Source: an optimization exercise on an open RTL-to-GDS flow (aim: small area and a short achievable clock period). Production flows keep margins and buffers that such runs may drop.
At most, simulation tests tie the RTL to the original design; equivalence was not proved.
Power figures rest on the tool's default switching activity, not on a simulated workload.

build 87:
// neuron_l2
module neuron_l2 (
    input clk,
    input reset,
    input enable,
    input startup,
    input signed [17*16-1:0] in,
    input signed [15:0] weight,
    output reg signed [15:0] out,
    output reg outvalid,
    output reg tmp3
);
    wire load = enable & startup;
    wire comp = enable & ~startup;
    reg [15:0] C [0:16];
    reg [16:0] V;        
    reg [16:0] z;        
    reg [8:0] ps;        
    reg dly;             
    reg ld1;
    reg [15:0] wr1;
    wire [16:0] tz = {z[14:0], z[16:15]};    
    wire wen = dly ? ld1 : load;
    wire [15:0] wd = dly ? wr1 : weight;
    reg [16:0] wsel;
    integer j;
    always @(*) begin
        for (j = 0; j < 17; j = j + 1)
            wsel[j] = (j % 2 == 0) ? (wen & ps[j / 2]) : 1'b0;
    end
    always @(posedge clk) begin
        ld1 <= load;
        wr1 <= weight;
        if (!load) begin
            ps[0] <= tz[0];
            for (j = 1; j < 9; j = j + 1)
                ps[j] <= tz[2 * j] | tz[2 * j - 1];
            dly <= tz[1] | tz[3] | tz[5] | tz[7] | tz[9] | tz[11] | tz[13] | tz[15];
        end
        C[0] <= wsel[0] ? wd : C[16];
        for (j = 1; j < 17; j = j + 1)
            if (j % 2)
                C[j] <= C[j - 1];
            else
                C[j] <= wsel[j] ? wd : C[j - 1];
    end
    always @(posedge clk or posedge reset) begin
        if (reset) begin
            V <= 17'd0;
            z <= 17'd1;
        end else begin
            V <= wsel | {V[15:0], V[16]};
            z <= {z[15:0], z[16]};
        end
    end
    reg [4:0] raddr;
    reg newIn, s1, s2;
    always @(posedge clk or posedge reset) begin
        if (reset) begin
            raddr <= 0; newIn <= 0; s1 <= 0; s2 <= 0;
        end else if (enable) begin
            if (startup) begin
                raddr <= 0; newIn <= 0;
            end else if (raddr == 5'd16) begin
                raddr <= 0; newIn <= 1;
  ...
For scale: ~2,000 cells after synthesis, roughly 550 flip-flops, roughly 310 I/O pins, about 0.022 sq mm of cells after synthesis.
clock: 7.0 ns
lec_check: 0
cap_margin: 20
core_margin: 2
core_utilization: 50
cts_cluster_diameter: 100
cts_cluster_size: 30
setup_slack_margin: 4.6
slew_margin: 20
standard.sh (not shown) runs the stock make flow with config.mk's settings and CLKGATE_MAP_FILE= SYNTH_SCRIPT=/design/flow/synth_recipe.tcl, a recipe that flattens the netlist after the stock synthesis.
==> flow/flow/run.sh <==
#!/bin/bash
# Standard layout, with plain buffers (not delay cells) on the ports.
set -euo pipefail
export BUFFER_PORTS_ARGS="-buffer_cell sky130_fd_sc_hd__buf_1"
bash standard.sh synth > make_synth.log 2>&1
bash standard.sh finish > make_finish.log 2>&1
Build 87: flow completed, timing, DRC and antenna clean
> inputs changed (build 87 -> trial 20)
diff --git a/flow/config.mk b/flow/config.mk
--- a/flow/config.mk
+++ b/flow/config.mk
@@ -9,6 +9,6 @@
 export CORE_MARGIN = 2
-export CORE_UTILIZATION = 50
+export CORE_UTILIZATION = 40
 export CTS_CLUSTER_DIAMETER = 100
 export CTS_CLUSTER_SIZE = 30
-export SETUP_SLACK_MARGIN = 4.6
+export SETUP_SLACK_MARGIN = 4.7
 export SLEW_MARGIN = 20
--- outcome ---
In the reports for trial 20 and build 87, the smaller endpoint arrival time on the critical path belongs to build 87.
For build 87, the launching instance or port of the critical path was out[14]$_SDFF_PN0_, unlike trial 20, where it was tmp3$_SDFF_PP0_.
Trial 20 completed end to end with timing, DRC and antenna clean.
Of the two candidates, build 87 has the worse worst slew slack as a fraction of its limit and trial 20 the better one.
For trial 20, the library cell contributing the largest single delay on the critical path was sky130_fd_sc_hd__dfxtp_2, unlike build 87, where it was sky130_fd_sc_hd__dfxtp_1.
Placed instance area of trial 20 exceeds that of build 87 slightly.
Compared with build 87, trial 20 is hungrier on power.
Diff build 87 -> trial 20: overall fraction of global-route tracks in use fell 4.9 points, met2 layer usage reported by global route went down by 4.2 points, shortest clock period the worst path allows after layout went up 0.030 ns, final routed wirelength across all metal layers shows an increase of 720 um.


Another version of the RTL of neuron_l2 (not shown whole).
Size in the first run: about 2100 cells after synthesis, roughly 560 flip-flops, ~310 I/O pins, roughly 0.023 mm^2 of cells after synthesis.
==> flow/config.mk <==
export PLATFORM = sky130hd
export DESIGN_NAME = neuron_l2
export DESIGN_NICKNAME = neuron_l2
export VERILOG_FILES = /design/flow/design.v
export SDC_FILE = /design/flow/constraint.sdc
export NUM_CORES = 4
export LEC_CHECK = 0
export CAP_MARGIN = 20
export CORE_MARGIN = 2
export CORE_UTILIZATION = 40
export CTS_CLUSTER_DIAMETER = 100
export CTS_CLUSTER_SIZE = 30
export SETUP_SLACK_MARGIN = 4.5
export SLEW_MARGIN = 20
==> flow/constraint.sdc <==
create_clock -name core_clock -period 7.0 [get_ports {clk}]
set_input_delay 1.4000 -clock core_clock [delete_from_list [all_inputs] [get_ports {clk}]]
set_output_delay 1.4000 -clock core_clock [all_outputs]
set_load 0.01 [all_outputs]
Scripts as last shown in full above: flow/flow/run.sh
The starting point completed with no timing, DRC or antenna violations.
Change:
Settings changed: CORE_UTILIZATION 40 to 65.
What happened:
- The new run passed the timing, DRC and antenna checks
- die area falls by well over a third
- fmax falls by a few percent
- register-to-register slack is worse by 110 ps
- core utilization rises by 27 points
No functional check of the RTL was part of any run of this note.


neuron_l2 with an RTL version that a note above also has.
For scale: about 2000 cells after synthesis, about 550 flip-flops, roughly 0.022 mm² of cells after synthesis.
==> flow/design.v (excerpt) <==
module neuron_l2 (
    input clk,
    input reset,
    input enable,
    input startup,
    input signed [17*16-1:0] in,
    input signed [15:0] weight,
    output reg signed [15:0] out,
    output reg outvalid,
    output reg tmp3
);
export LEC_CHECK = 0
export CAP_MARGIN = 20
export CORE_MARGIN = 2
export CORE_UTILIZATION = 40
export CTS_CLUSTER_DIAMETER = 100
export CTS_CLUSTER_SIZE = 30
export GPL_ROUTABILITY_DRIVEN = 0
export SETUP_SLACK_MARGIN = 4.6
export SLEW_MARGIN = 20
create_clock -name core_clock -period 7.0 [get_ports {clk}]
Scripts as last shown in full above: flow/flow/run.sh
The baseline completed with no timing, DRC or antenna violations.
==> next run, changes <==
--- a/flow/config.mk
+++ b/flow/config.mk
@@ -12,4 +12,3 @@
 export CTS_CLUSTER_SIZE = 30
-export GPL_ROUTABILITY_DRIVEN = 0
-export SETUP_SLACK_MARGIN = 4.6
+export SETUP_SLACK_MARGIN = 4.5
 export SLEW_MARGIN = 20
Utilization decreases by 0.29 points.
Critical path depth increases by 4.
Cell area decreases by 0.65%.
Routed wire length increases by 5.2%.
Final cell count is about the same.
Non-clock buffer count decreases by 1.
Clock skew increases by 0.0053 ns.
Worst setup slack degrades by 0.0098 ns.
Worst hold slack is about the same.
Die area stays the same.
==> next run, changes <==
--- a/flow/config.mk
+++ b/flow/config.mk
@@ -12,3 +12,3 @@
 export CTS_CLUSTER_SIZE = 30
-export SETUP_SLACK_MARGIN = 4.5
+export SETUP_SLACK_MARGIN = 4.65
 export SLEW_MARGIN = 20
The new run passed the timing, DRC and antenna checks.
Setup slack gets better by 0.0095 ns.
Flip-flop and latch count does not change.
Design area rises by 0.48%.
Sequential power stays flat.
Worst hold slack got worse by 0.0043 ns.
Die area is unchanged.
Wire length rises by 0.33%.
==> next run, changes <==
--- a/flow/config.mk
+++ b/flow/config.mk
@@ -12,3 +12,3 @@
 export CTS_CLUSTER_SIZE = 30
-export SETUP_SLACK_MARGIN = 4.65
+export SETUP_SLACK_MARGIN = 4.4
 export SLEW_MARGIN = 20
Result:
- The new run finished clean
- final area drops slightly
- cell count hardly moves
- power is about the same
- synthesized cell count does not change
==> next run, changes <==
--- a/flow/config.mk
+++ b/flow/config.mk
@@ -12,3 +12,3 @@
 export CTS_CLUSTER_SIZE = 30
-export SETUP_SLACK_MARGIN = 4.4
+export SETUP_SLACK_MARGIN = 4.6
 export SLEW_MARGIN = 20
=> Cell count grows slightly. Total power grows slightly. Routed wire length shrinks slightly. Clock-buffer cell count does not change. Global-route usage shrinks by 0.63 points. Non-clock buffer count grows by 6.

[separate check: timing with driven ports]
The flow's constraints put no driver on any port. The routed layouts listed below were extracted and timed again, unchanged, in two steps. Step 1: set_driving_cell puts a clkbuf_16 on clk and a buf_2 on each other input, an assumption about the parent block. Step 2 moves the port delays by t, midway between the first and last clock arrival at a register: inputs arrive t later, outputs are due t later. That takes back most of the time a late clock gives input paths. Three values: ideal ports, drivers, drivers and shift; two values: the first two.
run | t (ns) | setup WS [ns] | worst setup path at the end | latest minus earliest clock arrival (ns) | pins driven straight from the clock port
build 87 | 0.632 | 4.568 / 4.512 / 4.128 | input to register | 0.024 / 0.024 | 1
trial 20 | 0.631 | 4.537 / 4.484 / 4.203 | input to register | 0.023 / 0.023 | 1
the first run of note 2 | 0.640 | 4.291 / 4.291 / 4.029 | input to register | 0.026 / 0.026 | 1
the second run of note 2 | 0.631 | 4.180 / 4.180 / 4.012 | input to register | 0.026 / 0.025 | 1
the first run of note 3 | 0.631 | 4.572 / 4.516 / 4.112 | input to register | 0.019 / 0.019 | 1
the second run of note 3 | 0.631 | 4.562 / 4.511 / 4.172 | input to register | 0.023 / 0.023 | 1
the third run of note 3 | 0.633 | 4.572 / 4.517 / 4.199 | input to register | 0.023 / 0.023 | 1
the fourth run of note 3 | 0.635 | 4.520 / 4.470 / 3.925 | input to register | 0.023 / 0.023 | 1
the fifth run of note 3 | 0.635 | 4.570 / 4.516 / 4.054 | input to register | 0.023 / 0.023 | 1
After both steps setup and hold are still met in every run listed. The setup slack of the fourth run of note 3, which loses most, moves by -0.050 ns with the drivers and by -0.595 ns with both steps.
